What follows belongs to an exercise in optimizing a design on an open flow for small area and a short achievable clock period; a production flow would make more cautious choices.
Only simulation tests tie the RTL to the original design; equivalence was not proved.
Power is estimated from default activity; no workload was simulated.

[design/flow/design.v]
package alu_opcodes_pkg;
localparam ALU_OP_WIDTH = 5;
localparam ALU_ADD  = 5'b00000;
localparam ALU_SUB  = 5'b01000;
localparam ALU_XOR  = 5'b00100;
localparam ALU_OR   = 5'b00110;
localparam ALU_AND  = 5'b00111;
localparam ALU_SRA  = 5'b01101;
localparam ALU_SRL  = 5'b00101;
localparam ALU_SLL  = 5'b00001;
localparam ALU_LTS  = 5'b11100;
localparam ALU_LTU  = 5'b11110;
localparam ALU_GES  = 5'b11101;
localparam ALU_GEU  = 5'b11111;
localparam ALU_EQ   = 5'b11000;
localparam ALU_NE   = 5'b11001;
localparam ALU_SLTS = 5'b00010;
localparam ALU_SLTU = 5'b00011;
endpackage
package csr_pkg;
  localparam CSR_RW          = 3'b001;
  localparam CSR_RS          = 3'b010;
  localparam CSR_RC          = 3'b011;
  localparam CSR_RWI         = 3'b101;
  localparam CSR_RSI         = 3'b110;
  localparam CSR_RCI         = 3'b111;
  localparam MIE_ADDR        = 12'h304;
  localparam MTVEC_ADDR      = 12'h305;
  localparam MSCRATCH_ADDR   = 12'h340;
  localparam MEPC_ADDR       = 12'h341;
  localparam MCAUSE_ADDR     = 12'h342;
endpackage
package decoder_pkg;
  localparam LOAD_OPCODE     = 5'b00_000;
  localparam MISC_MEM_OPCODE = 5'b00_011;
  localparam OP_IMM_OPCODE   = 5'b00_100;
  localparam AUIPC_OPCODE    = 5'b00_101;
  localparam STORE_OPCODE    = 5'b01_000;
  localparam OP_OPCODE       = 5'b01_100;
  localparam LUI_OPCODE      = 5'b01_101;
  localparam BRANCH_OPCODE   = 5'b11_000;
  localparam JALR_OPCODE     = 5'b11_001;
  localparam JAL_OPCODE      = 5'b11_011;
  localparam SYSTEM_OPCODE   = 5'b11_100;
  localparam LDST_B          = 3'b000;
  localparam LDST_H          = 3'b001;
  localparam LDST_W          = 3'b010;
  localparam LDST_BU         = 3'b100;
  localparam LDST_HU         = 3'b101;
  localparam OP_A_RS1        = 2'b00;
  localparam OP_A_CURR_PC    = 2'b01;
  localparam OP_A_ZERO       = 2'b10;
  localparam OP_B_RS2        = 3'b000;
  localparam OP_B_IMM_I      = 3'b001;
  localparam OP_B_IMM_U      = 3'b010;
  localparam OP_B_IMM_S      = 3'b011;
  localparam OP_B_INCR       = 3'b100;
  localparam WB_EX_RESULT    = 2'd0;
  localparam WB_LSU_DATA     = 2'd1;
  localparam WB_CSR_DATA     = 2'd2;
endpackage
module full_adder(
                    input logic a,
                    input logic b,
                    input logic c_in,
                    output logic res,
                    output logic c_out
    );
    assign res = a ^ b ^ c_in;
    assign c_out = (a & b) | (a & c_in) | (b & c_in);
endmodule
module fulladder32(
    input logic [31:0]  a_i,
    input logic [31:0]  b_i,
    input logic         carry_i,
    output logic [31:0] sum_o,
    output logic        carry_o
    );
logic [30:0] c_in;
full_adder sum_0(
            .a(a_i[0]),
            .b(b_i[0]),
            .c_in(carry_i),
            .res(sum_o[0]),
            .c_out(c_in[0]));
full_adder full_adder_array[29:0](
                    .a(a_i[30:1]),
                    .b(b_i[30:1]),
                    .c_in(c_in[29:0]),
                    .res(sum_o[30:1]),
                    .c_out(c_in[30:1])
                    );
full_adder sum_31(
            .a(a_i[31]),
            .b(b_i[31]),
            .c_in(c_in[30]),
            .res(sum_o[31]),
            .c_out(carry_o));                  
endmodule
module alu_riscv(
  input  logic [31:0]  a_i,
  input  logic [31:0]  b_i,
  input  logic [4:0]   alu_op_i,
  output  logic          flag_o,
  output logic [31:0]  result_o
);
logic [31:0] B;
assign B = alu_op_i[3]? ~b_i: b_i;
logic [31:0] ADDER;
fulladder32 sub(.a_i(a_i[31:0]), .b_i(B[31:0]), .carry_i(alu_op_i[3]), .sum_o(ADDER[31:0]));
always_comb
 begin
case (alu_op_i)
alu_opcodes_pkg::ALU_ADD: result_o = ADDER;
alu_opcodes_pkg::ALU_SUB: result_o = ADDER;
alu_opcodes_pkg::ALU_XOR: result_o = a_i ^ b_i;
alu_opcodes_pkg::ALU_OR:  result_o = a_i | b_i;
alu_opcodes_pkg::ALU_AND: result_o = a_i & b_i;
alu_opcodes_pkg::ALU_SLL: result_o = a_i << b_i[4:0];
alu_opcodes_pkg::ALU_SRL: result_o = a_i >> b_i[4:0];
alu_opcodes_pkg::ALU_SRA: result_o = $signed(a_i) >>> b_i[4:0];
alu_opcodes_pkg::ALU_SLTS: result_o = {31'b0, ($signed(a_i)<$signed(b_i))};
alu_opcodes_pkg::ALU_SLTU: result_o = {31'b0, (a_i<b_i)};
default: result_o = 0;
endcase 
end
always_comb 
begin
case (alu_op_i)
alu_opcodes_pkg::ALU_EQ:     flag_o = a_i == b_i;                        
alu_opcodes_pkg::ALU_NE:     flag_o = a_i != b_i;                        
alu_opcodes_pkg::ALU_LTS:    flag_o = $signed(a_i) < $signed(b_i);      
alu_opcodes_pkg::ALU_GES:    flag_o = $signed(a_i) >= $signed(b_i);      
alu_opcodes_pkg::ALU_LTU:    flag_o = a_i < b_i;                         
alu_opcodes_pkg::ALU_GEU:    flag_o = a_i >= b_i;                         
default:    flag_o = 0;
endcase
end
endmodule
module decoder_riscv(
  input  logic [31:0]  fetched_instr_i,
  output logic [1:0]   a_sel_o,
  output logic [2:0]   b_sel_o,
  output logic [4:0]   alu_op_o,
  output logic [2:0]   csr_op_o,
  output logic         csr_we_o,
  output logic         mem_req_o,
  output logic         mem_we_o,
  output logic [2:0]   mem_size_o,
  output logic         gpr_we_o,
  output logic [1:0]   wb_sel_o,
  output logic         illegal_instr_o,
  output logic         branch_o,
  output logic         jal_o,
  output logic         jalr_o,
  output logic         mret_o
);
logic JALR;
logic JAL;
logic NOP;
logic UI;
logic uiPC;
logic BRANCH;
logic [1:0] SYSTEM;
logic LOAD;
logic STORE;
logic RR;
logic RI;
logic shift_i;
always_comb
case (fetched_instr_i[6:2])
decoder_pkg::LOAD_OPCODE:
    begin
             LOAD = ((&fetched_instr_i[14:13])|(&fetched_instr_i[13:12]))? 1'b0 : 1'b1; JALR = 1'b0;  RR = 1'b0; RI = 1'b0;
             NOP = 1'b0; BRANCH = 1'b0; SYSTEM = 2'b0;  STORE  = 1'b0;   UI = 1'b0; uiPC = 1'b0; JAL = 1'b0; shift_i = 1'b0;  
    end
decoder_pkg::STORE_OPCODE:    
            begin
            STORE = (fetched_instr_i[14]|&fetched_instr_i[13:12])? 1'b0: 1'b1; JALR = 1'b0; JAL = 1'b0; shift_i = 1'b0; NOP = 1'b0; BRANCH = 1'b0; 
            SYSTEM = 2'b0; LOAD = 1'b0; RR = 1'b0; RI = 1'b0; UI = 1'b0; uiPC = 1'b0;
            end
decoder_pkg::MISC_MEM_OPCODE:  
       begin
            NOP = (|fetched_instr_i[14:12])? 1'b0: 1'b1 ; JALR = 1'b0; JAL = 1'b0; shift_i = 1'b0; BRANCH = 1'b0; SYSTEM = 2'b0;
            LOAD = 1'b0; STORE  = 1'b0;  RR = 1'b0; RI = 1'b0; UI = 1'b0; uiPC = 1'b0;
       end
decoder_pkg::OP_IMM_OPCODE:
    case (fetched_instr_i[14:12])
        3'b001: 
            case (fetched_instr_i[31:25])
                   7'b0: begin   shift_i = 1'b0; RI=1'b1; JALR = 1'b0; JAL = 1'b0; NOP = 1'b0; BRANCH = 1'b0;
                    SYSTEM = 2'b0; LOAD = 1'b0; STORE  = 1'b0;  RR = 1'b0; UI = 1'b0; uiPC = 1'b0;
                   end  
                   default: begin
                        JALR = 1'b0; JAL = 1'b0; shift_i = 1'b0; NOP = 1'b0; BRANCH = 1'b0; SYSTEM = 2'b0; 
                        LOAD = 1'b0; STORE  = 1'b0;  RR = 1'b0; RI = 1'b0; UI = 1'b0; uiPC = 1'b0;
                   end
            endcase
        3'b101:
            case (fetched_instr_i[31:25])
                   7'b0, 7'b0100000: begin shift_i = 1'b1; RI = 1'b1;
                   JALR = 1'b0; JAL = 1'b0; NOP = 1'b0; BRANCH = 1'b0; SYSTEM = 2'b0; LOAD = 1'b0; STORE  = 1'b0;  RR = 1'b0; UI = 1'b0; uiPC = 1'b0;
                   end        
                   default: begin
                        JALR = 1'b0; JAL = 1'b0; shift_i = 1'b0; NOP = 1'b0; BRANCH = 1'b0; SYSTEM = 2'b0; 
                        LOAD = 1'b0; STORE  = 1'b0;  RR = 1'b0; RI = 1'b0; UI = 1'b0; uiPC = 1'b0;
                   end
            endcase
        default: begin shift_i = 1'b0; RI = 1'b1;
        JALR = 1'b0; JAL = 1'b0; NOP = 1'b0; BRANCH = 1'b0; SYSTEM = 2'b0; LOAD = 1'b0; STORE  = 1'b0;  RR = 1'b0; UI = 1'b0; uiPC = 1'b0;
        end
    endcase
decoder_pkg::AUIPC_OPCODE: 
    begin
    uiPC = 1'b1; JALR = 1'b0; JAL = 1'b0; shift_i = 1'b0; NOP = 1'b0; BRANCH = 1'b0;
    SYSTEM = 2'b0; LOAD = 1'b0; STORE  = 1'b0;  RR = 1'b0; RI = 1'b0; UI = 1'b0; 
    end
decoder_pkg::OP_OPCODE:
    case (fetched_instr_i[31:25])
        7'b0: begin RR = 1'b1;
        JALR = 1'b0; JAL = 1'b0; shift_i = 1'b0; NOP = 1'b0; BRANCH = 1'b0; 
        SYSTEM = 2'b0; LOAD = 1'b0; STORE  = 1'b0; RI = 1'b0; UI = 1'b0; uiPC = 1'b0;
        end       
        7'b0100000: 
        case(fetched_instr_i[14:12])
            3'b000, 3'b101: begin RR = 1'b1; 
            JALR = 1'b0; JAL = 1'b0; shift_i = 1'b0; NOP = 1'b0; BRANCH = 1'b0; 
            SYSTEM = 2'b0; LOAD = 1'b0; STORE  = 1'b0; RI = 1'b0; UI = 1'b0; uiPC = 1'b0;
            end  
            default: 
                   begin
                        JALR = 1'b0; JAL = 1'b0; shift_i = 1'b0; NOP = 1'b0; BRANCH = 1'b0; SYSTEM = 2'b0; 
                        LOAD = 1'b0; STORE  = 1'b0;  RR = 1'b0; RI = 1'b0; UI = 1'b0; uiPC = 1'b0;
                   end
        endcase
    default:       begin
                        JALR = 1'b0; JAL = 1'b0; shift_i = 1'b0; NOP = 1'b0; BRANCH = 1'b0; SYSTEM = 2'b0; 
                        LOAD = 1'b0; STORE  = 1'b0;  RR = 1'b0; RI = 1'b0; UI = 1'b0; uiPC = 1'b0;
                   end
    endcase
decoder_pkg::LUI_OPCODE:    begin  
    UI = 1'b1; JALR = 1'b0; JAL = 1'b0; shift_i = 1'b0; NOP = 1'b0; BRANCH = 1'b0;
    SYSTEM = 2'b0; LOAD = 1'b0; STORE  = 1'b0;  RR = 1'b0; RI = 1'b0; uiPC = 1'b0;
    end 
decoder_pkg::BRANCH_OPCODE: 
    begin
        BRANCH = (~fetched_instr_i[14]&fetched_instr_i[13])? 1'b0: 1'b1;  shift_i = 1'b0; NOP = 1'b0; SYSTEM = 2'b0;
        LOAD = 1'b0; STORE  = 1'b0;  RR = 1'b0; RI = 1'b0; UI = 1'b0; uiPC = 1'b0; JALR = 1'b0; JAL = 1'b0;
    end
decoder_pkg::JALR_OPCODE:
 begin
        JALR = (|fetched_instr_i[14:12])?1'b0 : 1'b1; JAL = 1'b0; shift_i = 1'b0; NOP = 1'b0; BRANCH = 1'b0; SYSTEM = 2'b0;
        LOAD = 1'b0; STORE  = 1'b0;  RR = 1'b0; RI = 1'b0; UI = 1'b0; uiPC = 1'b0;
 end
decoder_pkg::JAL_OPCODE:    
    begin
    JAL = 1'b1; JALR = 1'b0; shift_i = 1'b0; NOP = 1'b0; BRANCH = 1'b0; SYSTEM = 2'b0;
    LOAD = 1'b0; STORE  = 1'b0;  RR = 1'b0; RI = 1'b0; UI = 1'b0; uiPC = 1'b0;
    end
decoder_pkg::SYSTEM_OPCODE: 
    case (fetched_instr_i[14:12])
        3'b100: 
                begin
                     JALR = 1'b0; JAL = 1'b0; shift_i = 1'b0; NOP = 1'b0; BRANCH = 1'b0; SYSTEM = 2'b0;
                     LOAD = 1'b0; STORE  = 1'b0;  RR = 1'b0; RI = 1'b0; UI = 1'b0; uiPC = 1'b0; 
                end
        3'b000: 
        case(fetched_instr_i[31:7])
            25'b10000000000000, 25'b0: 
            begin
                 JALR = 1'b0; JAL = 1'b0; shift_i = 1'b1; NOP = 1'b0; BRANCH = 1'b0; SYSTEM = 2'b01;
                 LOAD = 1'b0; STORE  = 1'b0;  RR = 1'b0; RI = 1'b0; UI = 1'b0; uiPC = 1'b0; 
            end
            25'b0011000000100000000000000: 
            begin
                 JALR = 1'b0; JAL = 1'b0; shift_i = 1'b0; NOP = 1'b0; BRANCH = 1'b0; SYSTEM = 2'b10;
                 LOAD = 1'b0; STORE  = 1'b0;  RR = 1'b0; RI = 1'b0; UI = 1'b0; uiPC = 1'b0;
            end 
            default: 
            begin 
                 JALR = 1'b0; JAL = 1'b0; shift_i = 1'b0; NOP = 1'b0; BRANCH = 1'b0; SYSTEM = 2'b0;
                  LOAD = 1'b0; STORE  = 1'b0;  RR = 1'b0; RI = 1'b0; UI = 1'b0; uiPC = 1'b0;
             end
        endcase
        default:
        begin
            SYSTEM = 2'b11; JALR = 1'b0; JAL = 1'b0; shift_i = 1'b0; NOP = 1'b0; BRANCH = 1'b0;
            LOAD = 1'b0; STORE  = 1'b0;  RR = 1'b0; RI = 1'b0; UI = 1'b0; uiPC = 1'b0;
        end
    endcase
default: 
    begin 
        JALR = 1'b0; JAL = 1'b0; shift_i = 1'b0; NOP = 1'b0; BRANCH = 1'b0; SYSTEM = 2'b0;
        LOAD = 1'b0; STORE  = 1'b0;  RR = 1'b0; RI = 1'b0; UI = 1'b0; uiPC = 1'b0; 
    end
endcase
assign illegal_instr_o = ~(JALR|JAL|NOP|BRANCH|SYSTEM[1]|LOAD|STORE|RR|RI|UI|uiPC)|(~(&fetched_instr_i[1:0]))|(SYSTEM[0]&shift_i);
assign mret_o   = SYSTEM[1]&(~SYSTEM[0]);
assign wb_sel_o = SYSTEM[1]? decoder_pkg::WB_CSR_DATA : (LOAD? decoder_pkg::WB_LSU_DATA : decoder_pkg::WB_EX_RESULT);
assign a_sel_o  = (JAL|JALR|uiPC)?(decoder_pkg::OP_A_CURR_PC):((UI|NOP? decoder_pkg::OP_A_ZERO : decoder_pkg::OP_A_RS1)); 
assign b_sel_o  = (JAL|JALR)?decoder_pkg::OP_B_INCR:((UI|uiPC)? decoder_pkg::OP_B_IMM_U :((RR|BRANCH)? decoder_pkg::OP_B_RS2 : (STORE? decoder_pkg::OP_B_IMM_S: decoder_pkg::OP_B_IMM_I)) );
assign alu_op_o = (RR)? {fetched_instr_i[31:30],fetched_instr_i[14:12]} : (RI?(shift_i? {fetched_instr_i[31:30], fetched_instr_i[14:12]}:{2'b0, fetched_instr_i[14:12]}) : (BRANCH? {2'b11, fetched_instr_i[14:12]} : alu_opcodes_pkg::ALU_ADD));
assign gpr_we_o   = ((!illegal_instr_o)&((&SYSTEM) |JAL|JALR|LOAD|RI|RR|UI|uiPC))? 1'b1: 1'b0;
assign csr_we_o   = (&SYSTEM) &(!illegal_instr_o)? 1'b1 : 1'b0;
assign csr_op_o   = (&SYSTEM)&(!illegal_instr_o)? fetched_instr_i[14:12] : 3'b0;
assign jal_o      = JAL &(!illegal_instr_o)? 1'b1 : 1'b0 ;
assign jalr_o     = JALR &(!illegal_instr_o)? 1'b1 : 1'b0;
assign branch_o   = BRANCH &(!illegal_instr_o)? 1'b1 : 1'b0;
assign mem_req_o  = (LOAD|STORE)&(!illegal_instr_o)? 1'b1 : 1'b0;
assign mem_size_o = (LOAD|STORE)&(!illegal_instr_o)? fetched_instr_i[14:12] : 3'b0;
assign mem_we_o   = STORE&(!illegal_instr_o)? 1'b1 : 1'b0;
endmodule
module rf_riscv(
  input  logic        clk_i,
  input  logic        write_enable_i,
  input  logic [4:0] write_addr_i,
  input  logic [4:0] read_addr1_i,
  input  logic [4:0] read_addr2_i,
  input  logic [31:0] write_data_i,
  output logic [31:0] read_data1_o,
  output logic [31:0] read_data2_o
);
logic [31:0] rf_mem [0:31];
logic wa;
assign wa = |write_addr_i;
always_ff @(posedge clk_i) begin
if (write_enable_i & wa) rf_mem [write_addr_i] <= write_data_i;
end
assign read_data1_o = (|read_addr1_i) ? rf_mem[read_addr1_i] : 32'b0;
assign read_data2_o = (|read_addr2_i) ? rf_mem[read_addr2_i] : 32'b0;
endmodule
module csr_controller(
  input  logic        clk_i,
  input  logic        rst_i,
  input  logic        trap_i,
  input  logic [ 2:0] opcode_i,
  input  logic [11:0] addr_i,
  input  logic [31:0] pc_i,
  input  logic [31:0] mcause_i,
  input  logic [31:0] rs1_data_i,
  input  logic [31:0] imm_data_i,
  input  logic        write_enable_i,
  output logic [31:0] read_data_o,
  output logic [31:0] mie_o,
  output logic [31:0] mepc_o,
  output logic [31:0] mtvec_o
);
logic [31:0] mux_rd;
logic [4:0] we;
reg [31:0] mie_reg;
reg [31:0] mepc_reg;
reg [31:0] mtvec_reg;
reg [31:0] mcause_reg;
reg [31:0] mscratch_reg;
always_comb
case (opcode_i)
    csr_pkg::CSR_RW:  mux_rd = rs1_data_i;
    csr_pkg::CSR_RS:  mux_rd = rs1_data_i | read_data_o;
    csr_pkg::CSR_RC:  mux_rd = ~rs1_data_i & read_data_o;
    csr_pkg::CSR_RWI: mux_rd = imm_data_i;
    csr_pkg::CSR_RSI: mux_rd = imm_data_i | read_data_o;
    default:  mux_rd = ~imm_data_i & read_data_o;
endcase
always_comb
case (addr_i)
    csr_pkg::MIE_ADDR:      we = {4'b0000, write_enable_i};    
    csr_pkg::MTVEC_ADDR:    we = {3'b000, write_enable_i, 1'b0};
    csr_pkg::MSCRATCH_ADDR: we = {2'b00, write_enable_i, 2'b00};
    csr_pkg::MEPC_ADDR:     we = {1'b0, write_enable_i, 3'b000};
    default:       we = {write_enable_i, 4'b0000};
endcase
always_comb
case (addr_i)
    csr_pkg::MIE_ADDR:      read_data_o = mie_reg;
    csr_pkg::MTVEC_ADDR:    read_data_o = mtvec_reg;
    csr_pkg::MSCRATCH_ADDR: read_data_o = mscratch_reg;
    csr_pkg::MEPC_ADDR:     read_data_o = mepc_reg;
    default:       read_data_o = mcause_reg;
endcase
always_ff @(posedge clk_i)
    begin
        if (rst_i) mie_reg <=32'b0;      else if (we[0])             mie_reg <= mux_rd; 
        if (rst_i) mtvec_reg <=32'b0;    else if (we[1])           mtvec_reg <= mux_rd; 
        if (rst_i) mscratch_reg <=32'b0; else if (we[2])        mscratch_reg <= mux_rd; 
        if (rst_i) mepc_reg <=32'b0;     else if (we[3] | trap_i)   mepc_reg <= trap_i? pc_i : mux_rd; 
        if (rst_i) mcause_reg <=32'b0;   else if (we[4] | trap_i) mcause_reg <= trap_i? mcause_i : mux_rd; 
    end
assign mie_o = mie_reg;
assign mepc_o = mepc_reg;
assign mtvec_o = mtvec_reg;
endmodule
module daisy_chain(
input logic clk_i, 
input logic rst_i, 
input logic ready_i, 
input logic irq_ret_i,
input logic [15:0] masked_irq_i,
output logic  irq_o,
output logic [15:0] irq_ret_o,
output logic [31:0] irq_cause_o   
 );
logic [15:0] cause;
logic [15:0] ready;
reg   [15:0] irq_ret;
assign ready[0] = ready_i;
genvar i;
generate
  for(i = 0; i < 16; i++) begin
    assign cause[i] = ready[i] & masked_irq_i[i];
  end
endgenerate
genvar j;
generate
  for(j = 0; j < 15; j++) begin
    assign ready[j+1] = ~cause[j] & ready[j];
  end
endgenerate
assign irq_o = |cause;
assign irq_cause_o = {12'h800, cause, 4'h0};
assign irq_ret_o = irq_ret_i? irq_ret : 16'b0;
always_ff @(posedge clk_i)
if (rst_i)       irq_ret <= 16'b0;
else if (irq_o)  irq_ret <= cause;
else             irq_ret <= irq_ret;
endmodule
module interrupt_controller(
  input  logic        clk_i,
  input  logic        rst_i,
  input  logic        exception_i,
  input  logic [15:0] irq_req_i,
  input  logic [15:0] mie_i,
  input  logic        mret_i,
  output logic [15:0] irq_ret_o,
  output logic [31:0] irq_cause_o,
  output logic        irq_o
);
reg exc_h;
reg irq_h;
logic exc_set;
assign exc_set = exception_i | exc_h;
always_ff @(posedge clk_i)
exc_h <= exc_set & ~mret_i & ~rst_i;
always_ff @(posedge clk_i)
irq_h <= (irq_h | irq_o) & ~(mret_i & ~exc_set) & ~rst_i;
daisy_chain daisy_chain(
.clk_i(clk_i), 
.rst_i(rst_i), 
.ready_i(~(irq_h | exc_set)), 
.irq_ret_i(mret_i & ~exc_set),
.masked_irq_i(irq_req_i & mie_i),
.irq_o(irq_o),
.irq_ret_o(irq_ret_o),
.irq_cause_o(irq_cause_o)   
 );
endmodule
module riscv_core (
  input  logic        clk_i,
  input  logic        rst_i,
  input  logic        stall_i,
  input  logic [31:0] instr_i,
  input  logic [31:0] mem_rd_i,
  input  logic [15:0] irq_req_i,
  output logic [31:0] instr_addr_o,
  output logic [31:0] mem_addr_o,
  output logic [ 2:0] mem_size_o,
  output logic        mem_req_o,
  output logic        mem_we_o,
  output logic [31:0] mem_wd_o,
  output logic [15:0] irq_ret_o
);
logic [31:0] imm_I;
logic [31:0] imm_U;
logic [31:0] imm_S;
logic [31:0] imm_B;
logic [31:0] imm_J;
logic [31:0] imm_Z;
assign imm_I ={ {20{instr_i[31]}}, instr_i[31:20]};
assign imm_U = {instr_i[31:12], 12'h000}; 
assign imm_S ={ {20{instr_i[31]}}, instr_i[31:25], instr_i[11:7]};
assign imm_B ={ {20{instr_i[31]}}, instr_i[7], instr_i[30:25], instr_i[11:8], 1'b0};
assign imm_J ={ {12{instr_i[31]}}, instr_i[19:12], instr_i[20], instr_i[30:21], 1'b0};
assign imm_Z = { 27'b0, instr_i[19:15]};
logic [31:0] PC_jr;
reg   [31:0] PC;
logic [31:0] prev_next_PC;
logic [31:0] next_PC;
logic [31:0] PC_j;
logic [31:0] imm_PC_j;
logic [31:0] mepc;
logic [31:0] mtvec;
logic [31:0] PC_mepc;
logic [31:0] PC_mtvec;
logic [1:0] a_sel;
logic [2:0] b_sel; 
logic [1:0] wb_sel; 
logic [31:0] wb_data;
logic [31:0] rd_1;
logic        gpr_we;
logic        we_r;
logic        mem_we;
logic        mem_req;
logic jal;
logic jalr;
logic branch; 
logic alu_flag;            
logic [31:0] a_alu;
logic [31:0] b_alu;
logic [31:0] alu_result;
logic [4:0]  ALU_OP;
logic ill_instr;
logic irq;
logic [31:0] irq_cause;
logic trap;
logic mret;
logic [31:0] mie;
logic [31:0] csr_wd;
logic [2:0] csr_op;
logic csr_we;
assign trap = ill_instr | irq;
logic jump_flag;
assign jump_flag = jal | (alu_flag & branch);
assign we_r = gpr_we & ~(stall_i | trap);
assign PC_j     = branch? imm_B : imm_J;
assign imm_PC_j = jump_flag? PC_j : 32'b100;
assign PC_mtvec  = jalr? {PC_jr[31:1], 1'b0}: prev_next_PC;  
assign PC_mepc = trap? mtvec : PC_mtvec;
assign next_PC = mret? mepc: PC_mepc;
assign instr_addr_o = PC;
assign mem_we_o     = mem_we & ~trap; 
assign mem_req_o    = mem_req & ~trap;
always_comb
case (wb_sel)
    2'b00: wb_data   = alu_result;
    2'b01: wb_data   = mem_rd_i;
    default: wb_data = csr_wd;
endcase
always_comb
case (a_sel)
    2'b00: a_alu   = rd_1;
    2'b01: a_alu   = PC;
    default: a_alu = 32'b0;
endcase
always_comb
case (b_sel)
    3'b000: b_alu  = mem_wd_o;
    3'b001: b_alu  = imm_I;
    3'b010: b_alu  = imm_U;
    3'b011: b_alu  = imm_S;
    default: b_alu = 32'b100;
endcase
assign mem_addr_o = alu_result;
always_ff @(posedge clk_i)   
begin       
if (rst_i) PC <= 32'b0; 
else if (~stall_i | trap) begin
    PC <= next_PC;
 end
end
fulladder32 PC_jalr(.a_i(rd_1),
             .b_i(imm_I),
             .carry_i(1'b0),
             .sum_o(PC_jr));
fulladder32 PC_jump (.a_i(PC),
                  .b_i(imm_PC_j),
                  .carry_i(1'b0),
                  .sum_o(prev_next_PC));
csr_controller crs_cntrl(
 .clk_i(clk_i),
 .rst_i(rst_i),
 .trap_i(trap),
 .opcode_i(csr_op),
 .addr_i(instr_i[31:20]),
 .pc_i(PC),
 .mcause_i(ill_instr? 32'h0000_0002 : irq_cause),
 .rs1_data_i(rd_1),
 .imm_data_i(imm_Z),
 .write_enable_i(csr_we),
 .read_data_o(csr_wd),
 .mie_o(mie),
 .mepc_o(mepc),
 .mtvec_o(mtvec)
);
interrupt_controller irq_cntr(
                      .clk_i(clk_i),
                      .rst_i(rst_i),
                      .exception_i(ill_instr),
                      .irq_req_i(irq_req_i),
                      .mie_i(mie[15:0]),
                      .mret_i(mret),
                      .irq_ret_o(irq_ret_o),
                      .irq_cause_o(irq_cause),
                      .irq_o(irq)
);    
decoder_riscv decoder (.fetched_instr_i (instr_i),
             .a_sel_o (a_sel),
             .b_sel_o (b_sel),
             .alu_op_o (ALU_OP),
             .csr_op_o (csr_op),
             .csr_we_o (csr_we),
             .mem_req_o (mem_req),
             .mem_we_o (mem_we),
             .mem_size_o (mem_size_o),
             .gpr_we_o (gpr_we),
             .wb_sel_o (wb_sel),
             .illegal_instr_o (ill_instr),
             .branch_o (branch),
             .jal_o (jal),
             .jalr_o (jalr),
             .mret_o (mret));
rf_riscv register_file (.clk_i(clk_i),
                        .write_enable_i(we_r),
                        .write_addr_i(instr_i[11:7]),
                        .read_addr1_i(instr_i[19:15]),
                        .read_addr2_i(instr_i[24:20]),
                        .write_data_i(wb_data),
                        .read_data1_o(rd_1),
                        .read_data2_o(mem_wd_o));
alu_riscv ALU (.a_i(a_alu),
               .b_i(b_alu),
               .alu_op_i(ALU_OP),
               .flag_o(alu_flag),
               .result_o(alu_result));
endmodule
module riscv_lsu(
  input logic clk_i,
  input logic rst_i,
  input  logic        core_req_i,
  input  logic        core_we_i,
  input  logic [ 2:0] core_size_i,
  input  logic [31:0] core_addr_i,
  input  logic [31:0] core_wd_i,
  output logic [31:0] core_rd_o,
  output logic        core_stall_o,
  output logic        mem_req_o,
  output logic        mem_we_o,
  output logic [ 3:0] mem_be_o,
  output logic [31:0] mem_addr_o,
  output logic [31:0] mem_wd_o,
  input  logic [31:0] mem_rd_i,
  input  logic        mem_ready_i
);
reg stall_reg; 
assign mem_addr_o = core_addr_i;
assign mem_we_o   = core_we_i;
assign mem_req_o  = core_req_i;
assign core_stall_o = ~(mem_ready_i&stall_reg)&core_req_i;
always_ff @(posedge clk_i)
    stall_reg <= ~rst_i & core_stall_o;
always_comb
    case (core_size_i)
        decoder_pkg::LDST_B:  mem_be_o = 4'b0001<<core_addr_i[1:0];
        decoder_pkg::LDST_H:  mem_be_o = core_addr_i[1]? 4'b1100: 4'b0011;
        default: mem_be_o = 4'b1111;
    endcase
 always_comb
    case (core_size_i)
        decoder_pkg::LDST_B:  mem_wd_o = {{4{core_wd_i[7:0]}}};
        decoder_pkg::LDST_H:  mem_wd_o = {{2{core_wd_i[15:0]}}};
        default: mem_wd_o = core_wd_i;
   endcase
always_comb
    case (core_size_i)
        decoder_pkg::LDST_B:
               case (core_addr_i[1:0])
                   2'b00:    core_rd_o = {{24{mem_rd_i[7]}}, mem_rd_i[7:0]};
                   2'b01:    core_rd_o = {{24{mem_rd_i[15]}}, mem_rd_i[15:8]};
                   2'b10:    core_rd_o = {{24{mem_rd_i[23]}}, mem_rd_i[23:16]};
                   default:  core_rd_o = {{24{mem_rd_i[31]}}, mem_rd_i[31:24]};
               endcase
        decoder_pkg::LDST_BU:
               case (core_addr_i[1:0])
                   2'b00:    core_rd_o = {24'b0, mem_rd_i[7:0]};
                   2'b01:    core_rd_o = {24'b0, mem_rd_i[15:8]};
                   2'b10:    core_rd_o = {24'b0, mem_rd_i[23:16]};
                   default:  core_rd_o = {24'b0, mem_rd_i[31:24]};
               endcase
        decoder_pkg::LDST_H:  core_rd_o = (core_addr_i[1])? {{16{mem_rd_i[31]}}, mem_rd_i[31:16]} : { {16{mem_rd_i[15]}}, mem_rd_i[15:0]};
        decoder_pkg::LDST_HU:  core_rd_o = (core_addr_i[1])? {16'b0, mem_rd_i[31:16]} : {16'b0, mem_rd_i[15:0]};
        default: core_rd_o = mem_rd_i;
    endcase
endmodule
module riscv_cpu (
  input  logic        clk_i,
  input  logic        rst_i,
  output logic [31:0] instr_addr_o,
  input  logic [31:0] instr_i,
  output logic        mem_req_o,
  output logic        mem_we_o,
  output logic [ 3:0] mem_be_o,
  output logic [31:0] mem_addr_o,
  output logic [31:0] mem_wd_o,
  input  logic [31:0] mem_rd_i,
  input  logic        mem_ready_i,
  input  logic [15:0] irq_req_i,
  output logic [15:0] irq_ret_o
);
logic        stall;
logic [31:0] core_rd;
logic [31:0] core_addr;
logic [ 2:0] core_size;
logic        core_req;
logic        core_we;
logic [31:0] core_wd;
riscv_core core (
  .clk_i        (clk_i),
  .rst_i        (rst_i),
  .stall_i      (stall),
  .instr_i      (instr_i),
  .mem_rd_i     (core_rd),
  .irq_req_i    (irq_req_i),
  .instr_addr_o (instr_addr_o),
  .mem_addr_o   (core_addr),
  .mem_size_o   (core_size),
  .mem_req_o    (core_req),
  .mem_we_o     (core_we),
  .mem_wd_o     (core_wd),
  .irq_ret_o    (irq_ret_o)
);
riscv_lsu lsu (
  .clk_i        (clk_i),
  .rst_i        (rst_i),
  .core_req_i   (core_req),
  .core_we_i    (core_we),
  .core_size_i  (core_size),
  .core_addr_i  (core_addr),
  .core_wd_i    (core_wd),
  .core_rd_o    (core_rd),
  .core_stall_o (stall),
  .mem_req_o    (mem_req_o),
  .mem_we_o     (mem_we_o),
  .mem_be_o     (mem_be_o),
  .mem_addr_o   (mem_addr_o),
  .mem_wd_o     (mem_wd_o),
  .mem_rd_i     (mem_rd_i),
  .mem_ready_i  (mem_ready_i)
);
endmodule
[design/flow/constraint.sdc]
create_clock -name core_clock -period 26.0 [get_ports {clk_i}]
set_input_delay 5.2000 -clock core_clock [delete_from_list [all_inputs] [get_ports {clk_i}]]
set_output_delay 5.2000 -clock core_clock [all_outputs]
set_load 0.01 [all_outputs]
[design/flow/config.mk]
export PLATFORM = sky130hd
export DESIGN_NAME = riscv_cpu
export DESIGN_NICKNAME = riscv_cpu
export VERILOG_FILES = /design/flow/design.v
export SDC_FILE = /design/flow/constraint.sdc
export NUM_CORES = 4
export LEC_CHECK = 0
export CAP_MARGIN = 20
export CORE_MARGIN = 2
export CORE_UTILIZATION = 40
export PLACE_DENSITY = 0.6
export SLEW_MARGIN = 20
[design/flow/run.sh]
#!/bin/bash
# synth_recipe.tcl (not shown) runs the flow's synth.tcl, then flattens the netlist and writes it again
# the make line also repeats each setting of config.mk as NAME=value (left out here)
make -C /OpenROAD-flow-scripts/flow DESIGN_CONFIG=/design/flow/config.mk WORK_HOME=/design/flow/orfs CLKGATE_MAP_FILE= SYNTH_SCRIPT=/design/flow/synth_recipe.tcl finish
==> flow_summary.ini <==
[routing]
post_drt_wl_per_cell_um = 36.0
drc = 0
wl_um = 302000
antenna_left = 0
vias = 55600
vias_per_cell = 6.61
dr.first_iter.drc_count = 8116
drt_first_pass_iters = 8

[run]
drv_cap = 0

[floorplan]
die_x_um = 423
rows = 153
core-area_mm2 = 0.174
dieArea_mm2 = 0.179
initial_core_util = 0.403
die_h_um = 423
io_pins = 201

[synth]
synth_edf_count = 1018
synthSimpleGateAreaFrac = 0.0844
avgSynthCellArea_um2 = 12.4
synth_compound_area_frac = 0.129
synth_xor_area_frac = 0.00499
syn_inst = 5642
ys_seq_elements = 1229
yosys.area.top_type = edfxtp_1
syn_area_mm2 = 0.0702
synth_top_area_frac = 0.435
synth_top_family_by_area = multiplexers
synth_mux_area_frac = 0.201
synthTopCellsByArea = edfxtp_1 (44%), mux4_2 (11%), mux2i_1 (7.4%)
yosysUniqueCellTypes = 105
ys_seq_area_frac = 0.495
yosys_warnings = 8
async_flop_share = 0
yosys.area_share.adder = 0.0430
synthFlopType = edfxtp_1

[worst_setup_path]
slowest_stage = clkdlybuf4s50_1
required_ns = 20.80
path_common_cell = fa_2
start_kind = input pin
worst-path-buf-inv = 8
worstPathMaxFanout = 8
end_kind = output port
worst-path-stages = 49
path_delay_family = adder cells
critPathKind = input pin to output port
reg2reg_depth = 58
max_stage_delay_ns = 0.46
critical_path_arrival_ns = 20.46

[sta]
fin_crit_sh = 0.987
finalClockSkew_ns = 0.0591
rsz0062_at_grt = no
tns_ns = 0
hold_viol_final = 0
slew_headroom = 0.147
min_period_ns = 25.66
finalSetupViolCount = 0
drv_slew = 0
worstMarginPinSlew_ns = 1.28
max_freq_ghz = 0.0390

[global_routing]
grt_max_degree = 108
grt_pass1_vias = 52800
grt_pass1_wl_um = 418000
grt_usage = 0.331
grt_antenna_before_repair = 23
grt-ovfl-total = 0

[finish]
mostFrequentLayoutCell = edfxtp_1
final_cell_mix = edfxtp_1 (1,018), mux2i_1 (516), buf_4 (441), nor2_1 (405), nand2_1 (394)
largest-register = core.register_file.rf_mem
finalNetCount = 6234
area_delta_synth_final_pct = 15.7
final_cells = 8404
largest_reg_flops = 1018
drive_above_1_share = 0.211

[power_and_ir_drop]
ir_drop_uv = 88.5
power_frac_seq = 0.423
p_comb_frac = 0.238
pwr-share-clk = 0.338
p_per_area_mw_per_mm2 = 68.9
power_leakage_uw = 0.0286
swShare = 0.315
power.switching_uw = 1760
p_int_uw = 3840

[status]
outcome = no timing/DRC/antenna violations

[clock_tree]
clock_latency_ns = 0.81
numClockSinks = 1229
cts_buffer_depth = 3
cts_hold_buf = 0
clk_pin_slew_ns = 0.06
cts_tree = yes
cts_buffers = 135
htreeDepth = 4
cts-root-buf = clkbuf_16

[worst_hold_path]
hp-class = register to register
min_delay_path_depth = 2

[placed_design]
dp.cells = 8151
gp_congestion = 1.04
io_buffer_count = 200
place_hpwl_um = 198000
-- stage by stage --
stage               hold WS, ns  total power, uW   util  setup WS, ns  cell area (um2)
finish                    0.451             5600  0.467         0.339            81300
global route              0.468             5750  0.466        0.0228            81300
CTS                       0.453             5570  0.466        0.0481            81200
detailed placement        0.445             3700  0.441         -1.13            76800
global placement          0.439             3690  0.441         -1.22            76800
floorplan                 0.431             3060      -        0.0232            70400
-- area by class of cell --
| cell class | count | area (um2) |
|---|---|---|
| Clock inverter | 76 | 741 |
| Sequential cell | 1229 | 34800 |
| Multi-Input combinational cell | 3812 | 33200 |
| Fill cell | 15600 | 92900 |
| Timing Repair Buffer | 654 | 5570 |
| Tap cell | 2325 | 2910 |
| Inverter | 131 | 499 |
| Clock buffer | 167 | 3550 |
| Antenna cell | 10 | 25.0 |
-- worst paths after layout --
path	startpoint	end	slack [ns]
hold / removal	core.irq_cntr.daisy_chain.irq_ret[15]	core.irq_cntr.daisy_chain.irq_ret[15]	0.45
setup / recovery	instr_i[6]	mem_addr_o[31]	0.34
setup reg to reg	core.register_file.rf_mem[15][25]	core.PC[31]	6.86
hold reg to reg	core.irq_cntr.daisy_chain.irq_ret[15]	core.irq_cntr.daisy_chain.irq_ret[15]	0.45
-- routing by layer --
metal  global-route usage  vias to the layer above  routed length (um)
met4                0.201                       10               21700
met2                0.507                     3734              136000
li1                     -                    22700                   -
met5                    0                        -                  70
met3               0.0744                      827               33400
met1                0.427                    28300              111000
-- synth_stat cells (22+ instances only) --
cell,count
mux2i_1,516
a31oi_1,28
mux2_2,100
clkbuf_1,272
nand2b_1,22
a21o_1,40
buf_2,66
a211oi_1,183
a21oi_1,316
nand2_1,396
nand4_1,39
o211ai_1,39
nand3_1,109
nor2b_1,51
nor2_1,443
buf_6,35
dfxtp_1,211
a222oi_1,33
fa_1,89
o22ai_1,67
xnor2_1,22
a22oi_1,115
a22o_1,53
mux4_2,339
and3_1,34
inv_1,124
o21ai_0,143
buf_1,55
nor4_1,31
nor3_1,65
buf_4,65
or3_1,29
edfxtp_1,1018
a221oi_1,96
ha_1,99
-- worst min-delay path, delay by kind of cell, from the launching register on --
family / cells / cell delay (ns)
and+or+nand+nor: 1 / 0.05
AOI/OAI and AO/OA: 1 / 0.05
DFF: 1 / 0.30
-- power groups by stage --
stage	Clock [uW]	Combinational (uW)	Sequential, uW
after floorplan	0	655	2410
after global placement	0	1270	2410
after detailed placement	0	1280	2420
after CTS	1910	1290	2370
after global routing	1990	1380	2370
final	1900	1330	2370
-- logic make-up (layout without fill, tap and decap cells) --
group / Yosys count / in the layout
buf+inv: 626 / 1028
other cells: 1 / 36
compound gates: 1297 / 1297
simple gates: 1294 / 1294
flops: 1229 / 1229
xor+xnor: 40 / 40
mux: 967 / 967
fa+ha+maj: 188 / 188
-- timing repair --
item                                   CTS  global route
resized for setup                       16            10
buffers inserted                         0             0
setup endpoints to repair                4             4
gates cloned                             0             0
endpoints found under the hold margin    0             0
pin swaps                                9            13

what the ideal ports hide:
How much do the figures lean on ideal ports? The routed layout below was timed once more, with nothing changed but the port constraints.
Step 1: set_driving_cell puts a clkbuf_16 on clk_i and a buf_2 on each other input, an assumption about the parent block.
Step 2 adds t to the input delays and takes it off the output delays; t is the mean of the earliest and latest rising clock arrival at the registers after step 1. Input paths then give back, and output paths get back, about the clock's delay inside the block.
a / b / c = ideal / step 1 / step 2; a / b = the first two.
t (ns): 0.859
slack for setup (ns): 0.339 / 0.297 / -0.003
worst setup path at the end: input to register
worst slew at a driven data input, ns: 0.19
cell pins on the clock port's net: 1
Met with ideal ports but missed after step 2: setup timing in this run. The setup slack of this run moves by -0.042 ns with the drivers and by -0.342 ns with both steps.
